This is an optimization exercise on Yosys and OpenROAD, whose aim is small area, a short achievable clock period and few clock cycles, not a production implementation. The RTL was checked by simulation tests, not by an equivalence proof against the original design. Power and IR drop assume default switching activity.

### flow/design.v
module arm(input         clk, reset,
           output        MemWrite,
           output [31:0] Adr, WriteData,
           input  [31:0] ReadData);
  reg  [31:2] pc;         
  reg  [31:0] ir;         
  reg         irv;        
  reg  [31:0] ra, rb;     
  reg         mem;        
  reg         mst;        
  reg  [31:0] madr;       
  reg  [3:0]  mrd;        
  reg  [3:0]  flags;      
  wire [3:0] cond = ir[31:28];
  wire       n = flags[3], z = flags[2], c = flags[1], v = flags[0];
  wire       ge = (n == v);
  reg        condpass;
  always @(*)
    case (cond)
      4'b0000: condpass = z;
      4'b0001: condpass = ~z;
      4'b0010: condpass = c;
      4'b0011: condpass = ~c;
      4'b0100: condpass = n;
      4'b0101: condpass = ~n;
      4'b0110: condpass = v;
      4'b0111: condpass = ~v;
      4'b1000: condpass = c & ~z;
      4'b1001: condpass = ~(c & ~z);
      4'b1010: condpass = ge;
      4'b1011: condpass = ~ge;
      4'b1100: condpass = ~z & ge;
      4'b1101: condpass = ~(~z & ge);
      default: condpass = 1'b1;
    endcase
  wire ex    = irv & ~mem & condpass;
  wire isdp  = ~ir[27] & ~ir[26];
  wire ismem = ~ir[27] &  ir[26];
  wire isb   =  ir[27];
  wire [3:0] cmd = ir[24:21];
  wire       setf = ir[20];
  wire       ld   = ir[20];
  wire [3:0] rd = ir[15:12];
  wire        useimm = ir[25] | ir[26];
  wire [31:0] b     = isb ? {{6{ir[23]}}, ir[23:0], 2'b00} :
                      useimm ? {20'b0, ir[11:0]} : rb;
  wire        sub   = isdp & cmd[1];
  wire        arith = ~isdp | (cmd[2] & ~cmd[3]) | cmd[1];
  wire [31:0] bx    = sub ? ~b : b;
  wire [32:0] sum   = {1'b0, ra} + {1'b0, bx} + {32'b0, sub};
  wire        sor   = ~arith & cmd[3];
  wire        sxor  = ~arith & ~cmd[3] & cmd[0];
  wire        sand  = ~arith & ~cmd[3] & ~cmd[0];
  wire [31:0] lres  = ({32{sor}} & (ra | b)) | ({32{sxor}} & (ra ^ b)) |
                      ({32{sand}} & (ra & b));
  wire [31:0] res   = ({32{arith}} & sum[31:0]) | lres;
  wire [31:0] zk    = {ra[30:0] | bx[30:0], sub};
  wire        fz    = arith ? &(~(ra ^ bx ^ zk)) : ~|lres;
  wire        fv    = (ra[31] ^ b[31] ^ ~sub) & (sum[31] ^ ra[31]);
  wire dpwr   = ex & isdp;
  wire rdpc   = (rd == 4'd15);
  wire jump   = dpwr & rdpc;
  wire br     = ex & isb;
  wire memgo  = ex & ismem;
  wire ldw    = mem & ~mst;             
  wire ldpc   = ldw & (mrd == 4'd15);
  reg  [31:0] rf [0:14];
  reg  [14:0] rv;
  wire [15:0] rv16 = {1'b0, rv};
  wire        we  = ldw | dpwr;
  wire [3:0]  wa  = mem ? mrd : rd;
  wire [31:0] wd  = mem ? ReadData : res;
  integer i;
  always @(posedge clk)
    for (i = 0; i < 15; i = i + 1)
      if (we && wa == i) rf[i] <= wd;
  always @(posedge clk, posedge reset)
    if (reset) rv <= 15'b0;
    else
      for (i = 0; i < 15; i = i + 1)
        if (we && wa == i) rv[i] <= 1'b1;
  wire [31:0] fi  = mem ? ir : ReadData;
  wire        fb  = fi[27];
  wire [3:0]  ra1 = fi[19:16];
  wire [3:0]  ra2 = fi[26] ? fi[15:12] : fi[3:0];
  wire [31:2] r15 = pc + (mem ? 30'd1 : 30'd2);    
  wire [31:0] rd1 = (ra1 == 4'd15 || fb) ? {r15, 2'b00} : rf[ra1] & {32{rv16[ra1]}};
  wire [31:0] rd2 = (ra2 == 4'd15) ? {r15, 2'b00} : rf[ra2] & {32{rv16[ra2]}};
  wire        wf  = mem ? ldw : (dpwr & ~rdpc);
  wire        f1  = wf & (ra1 == wa) & ~fb;
  wire        f2  = wf & (ra2 == wa);
  always @(posedge clk) begin
    ra <= f1 ? wd : rd1;
    if (~memgo) rb <= f2 ? wd : rd2;
  end
  always @(posedge clk, posedge reset)
    if (reset) flags <= 4'b0;
    else if (dpwr & setf) begin
      flags[3] <= res[31];
      flags[2] <= fz;
      if (arith) begin
        flags[1] <= sum[32];
        flags[0] <= fv;
      end
    end
  always @(posedge clk, posedge reset)
    if (reset) begin
      pc  <= 30'b0;
      irv <= 1'b0;
    end else if (mem) begin
      if (ldpc) begin
        pc  <= ReadData[31:2];
        irv <= 1'b0;
      end
    end else if (jump | br) begin
      pc  <= res[31:2];
      irv <= 1'b0;
    end else begin
      pc  <= pc + 30'd1;
      irv <= 1'b1;
    end
  always @(posedge clk)
    if (~mem) ir <= ReadData;
  always @(posedge clk, posedge reset)
    if (reset) begin
      mem <= 1'b0;
      mst <= 1'b0;
    end else begin
      mem <= memgo;
      mst <= memgo & ~ld;
    end
  always @(posedge clk) begin
    madr <= sum[31:0];
    mrd  <= rd;
  end
  assign Adr       = mem ? madr : {pc, 2'b00};
  assign MemWrite  = mst;
  assign WriteData = rb;
endmodule
### flow/flow/run.sh
#!/bin/bash
set -euo pipefail
export SETUP_SLACK_MARGIN=${REPAIR_MARGIN:-7}
export TNS_END_PERCENT=0
bash standard.sh > standard_make.log 2>&1
### flow/standard.sh
#!/bin/bash
# synth_recipe.tcl (not shown) runs the flow's synth.tcl, then flattens the netlist and writes it again
# the make line also repeats each setting of config.mk as NAME=value (left out here)
make -C /OpenROAD-flow-scripts/flow DESIGN_CONFIG=/design/flow/config.mk WORK_HOME=/design/flow/orfs CLKGATE_MAP_FILE= SYNTH_SCRIPT=/design/flow/synth_recipe.tcl "${@:-finish}"
### flow/config.mk
export PLATFORM = sky130hd
export DESIGN_NAME = arm
export DESIGN_NICKNAME = arm
export VERILOG_FILES = /design/flow/design.v
export SDC_FILE = /design/flow/constraint.sdc
export NUM_CORES = 4
export LEC_CHECK = 0
export CAP_MARGIN = 20
export CORE_MARGIN = 2
export CORE_UTILIZATION = 40
export SLEW_MARGIN = 20
### flow/constraint.sdc
create_clock -name core_clock -period 11.0 [get_ports {clk}]
set_input_delay 2.2000 -clock core_clock [delete_from_list [all_inputs] [get_ports {clk}]]
set_output_delay 2.2000 -clock core_clock [all_outputs]
set_load 0.01 [all_outputs]
==> run notes <==
-- layout by cell type, fill, tap and decap left out, drive strengths merged, types with 32 or more instances in the layout --
master	n
mux2i	102
o22ai	88
clkinv	35
buf	203
nand4	87
nor2	142
a222oi	55
clkbuf	87
xnor2	76
a32oi	32
clkdlybuf4s50	60
edfxtp	530
nand3	87
nor3	50
nand2	194
a22oi	271
dfxtp	82
inv	142
a21oi	157
mux2	59
ha	129
o21ai	92
xor2	63
dfrtp	52
-- power groups by stage --
stage / Clock (W) / Sequential (W) / Combinational [W]
2_1_floorplan: 0 / 0.00405 / 0.00320
4_1_cts: 0.00263 / 0.00428 / 0.00596
3_3_place_gp: 0 / 0.00435 / 0.00515
6_report: 0.00263 / 0.00432 / 0.00640
5_1_grt: 0.00274 / 0.00433 / 0.00661
3_5_place_dp: 0 / 0.00435 / 0.00519
-- layer usage --
layer,vias up,routed length [um],track usage
met4,8,12600,0.216
met3,734,22700,0.111
met1,15235,56100,0.408
li1,12832,-,-
met2,2729,68600,0.500
met5,-,136,0.00672
-- flip-flops by register name, summed over array words and instances, names as in the netlist --
name / flops
rf: 480
ir: 32
madr: 32
ra: 32
rb: 32
pc: 30
rv: 15
flags: 4
mrd: 4
irv: 1
mem: 1
mst: 1
-- worst max-delay path, stage by stage --
cell	delay, ps
clkdlybuf4s15_1	400
nand3b_1	220
and2_2	320
a21oi_4	120
buf_4	610
a222oi_1	230
nand3_1	170
o22a_1	220
a211oi_1	120
a221oi_2	410
-- kinds of logic after synthesis --
kind of cell | count (synthesis) | synth area share
AOI/OAI and AO/OA | 986 | 0.199
and+or+nand+nor | 741 | 0.105
DFF | 664 | 0.521
buffers and inverters | 388 | 0.0449
muxes | 165 | 0.0501
xor gates and xnor gates | 140 | 0.0343
adders and majority gates | 131 | 0.0457
-- worst max-delay path by stage --
stage | from | cells past startpoint | end | slack [ps]
2_1_floorplan | flags[0] | 7 | rf[11][0] | 6300
3_3_place_gp | ReadData[26] | 11 | rb[26] | 4670
3_5_place_dp | ReadData[26] | 11 | rb[27] | 4590
4_1_cts | ir[25] | 20 | rf[13][26] | 6690
5_1_grt | ir[25] | 21 | rf[10][29] | 6470
6_report | ReadData[19] | 10 | ra[31] | 6440
-- what timing repair did --
action | in CTS | in global routing
pin swaps | 46 | 16
buffers inserted | 84 | 10
endpoints found under the setup margin | 1072 | 1072
gates resized for setup | 386 | 40
cloned | 9 | 2
-- cell type report --
| class | instances | share of cell area |
|---|---|---|
| diodes | 2 | 0.000115 |
| inverters | 143 | 0.0128 |
| repair inverters | 3 | 0.000516 |
| clock buffers | 86 | 0.0459 |
| repair buffers | 294 | 0.0705 |
| well taps | 1176 | 0.0337 |
| clock inverters | 52 | 0.0126 |
| flip-flops and latches | 664 | 0.432 |
| multi-input cells | 2165 | 0.392 |
-- stage by stage --
step	hold slack (ps)	setup WS (ps)	util	power, W	cells
floorplan	329	6300	-	0.00724	3215
global placement	474	4670	0.430	0.00950	4340
detailed placement	479	4590	0.430	0.00954	4340
CTS	489	6690	0.482	0.0129	4571
global route	508	6470	0.486	0.0137	4584
finish	493	6440	0.486	0.0133	4585
==> impl_results.md <==
* Vias at 31,538
* CTS tree: yes
* Hold Path Depth at 1
* Register area share after synthesis at 0.521
* Filler cells at approximately 8,000
* Global-route wire length before repair at 223,000 um
* WL/cell at 34.9 um
* Worst setup SP type: input pin
* Yosys top cell area share at 0.440
* Crit. End Element: flop
* Num CTS Buffers at 75
* HP Class: reg2reg
* DRC Markers at 0
* Finished Cell Area at 43,700 um2
* CP arrival at 5040 ps
* Clk network pwr share at 0.197
* Maximum fanout along the worst path at 32
* Clock Skew at roughly 30 ps
* Layout cells sized above 1 at 0.198
* Outcome: complete, no violations
* H-tree levels at 3
* Vias in the first global route at 30,181
* Post-synth EDFFs at 530
* Clock Latency Late Sink at 650 ps
* Gpl congestion at 1.00
* Die Area at 92,900 um2
* Register area at 18,900 um2
* RR Startpoint: rb[0]
* Rows at 110
* Post-synth cell types at 99
* Top-count cell post-synth: edfxtp_1
* P per Cell Area at ~310 nW/um2
* Clock transition at the registers of the reported paths at 60 ps
* Die Y-Extent at 305 um
* HP Start: rv[0]
* Largest net degree at the start of global routing at between 50 and 60
* Worst r2r path cells at 12
* Max Root-Sink Buffers at 3
* Drt via density at just under 7
* RSZ-0062 raised after global routing: true
* Final setup vio count at 0
* WL final at ~160,000 um
* Grt ovf at 0
* I/O pins at 99
* Root Driver: clkbuf_16
* Post-layout nets at ~3,500
* Post-DP HPWL at 98,600 um
* Post-synth top cells: edfxtp_1 (530), a22oi_1 (271), nand2_1 (193), clkbuf_1 (158), a21oi_1 (157)
* DR iter-0 viols at 5,937
* Seq cells post-synth at 664
* Layout area overhead at 20.6%
* Initial antenna violation count at 6
* R2R Setup Slk at 6520 ps
* Worst slew margin at 0.176
* Final Critical Period at 4560 ps
* Switch share at 0.428
* Crit path required time at 11,480 ps
* Global Route Usage Sum at 0.333
* Max-slew violation count at 0
* Worst Hold End: rv[0]
* Flop pwr share at 0.324
* Die width at between 300 and 400 um
* Max Freq at ~220 MHz
* Post-synth net total at approximately 3,400
* Worst vdd ir at 0.135 mV
* FF-to-FF End: ra[4]
* ANT nets after route at 0
* Max-Cap Viols at 0
* Comb power frac at 0.479
* Internal power at 0.00763 W
* Synth area leaders: edfxtp_1 (44%), a22oi_1 (5.6%), dfxtp_1 (4.5%), ha_1 (4.5%), dfrtp_1 (3.6%)
* Hold-fix buffers, CTS at 0
* Number of port buffers at 98
* Final hold viol count at 0
* 1st-pass router iterations at 9
* Total Neg Setup Slack at 0 ps
* Cell count after synthesis at 3,215
* Type of the worst setup path: in2reg
* Psw at between 0.005 and 0.006 W
* Area occupied by multi-input gates at 17,100 um2
* Crit share post-route at 0.414
* Netlist Area Pre-Place at 36,200 um2
* Lkg Pwr at 15.5 nW
* Worst Tran Pin Value at approximately 1200 ps
* Async SR Flop Fraction at 0.0783
* Synth area leader: edfxtp_1
* Synth Area per Inst at 11.3 um2
* Starting Density at 0.403
* Synth warnings at 2
* Sinks on Clock Net at 664
* Placeable core area at 89,900 um2
* Cell Area, Placed at 38,600 um2
* Top_reg_cell synth: edfxtp_1
Testbench counts, summed over its fixed seeds: cycles 28,710.

-- afterwards: timing with drivers on the ports --
How much do the figures lean on ideal ports? The routed layout below was timed once more, with nothing changed but the port constraints.
Step 1 assumes that a clkbuf_16 drives the clock port and a buf_2 every other input.
Step 2 adds t to the input delays and takes it off the output delays; t is the mean of the earliest and latest rising clock arrival at the registers after step 1. Input paths then give back, and output paths get back, about the clock's delay inside the block.
Slacks: ideal ports / drivers / drivers and shift; pairs: ideal ports / drivers.
t, ns: 0.708
slack for setup (ns): 6.444 / 6.437 / 5.728
hold slack, ns: 0.493 / 0.493 / 0.493
worst setup path after step 2: input to register
slew at the worst register clock pin (ns): 0.07 / 0.07
After both steps setup and hold are still met in this run. For this run, drivers alone change the setup slack by -0.007 ns; drivers and shift together by -0.716 ns.
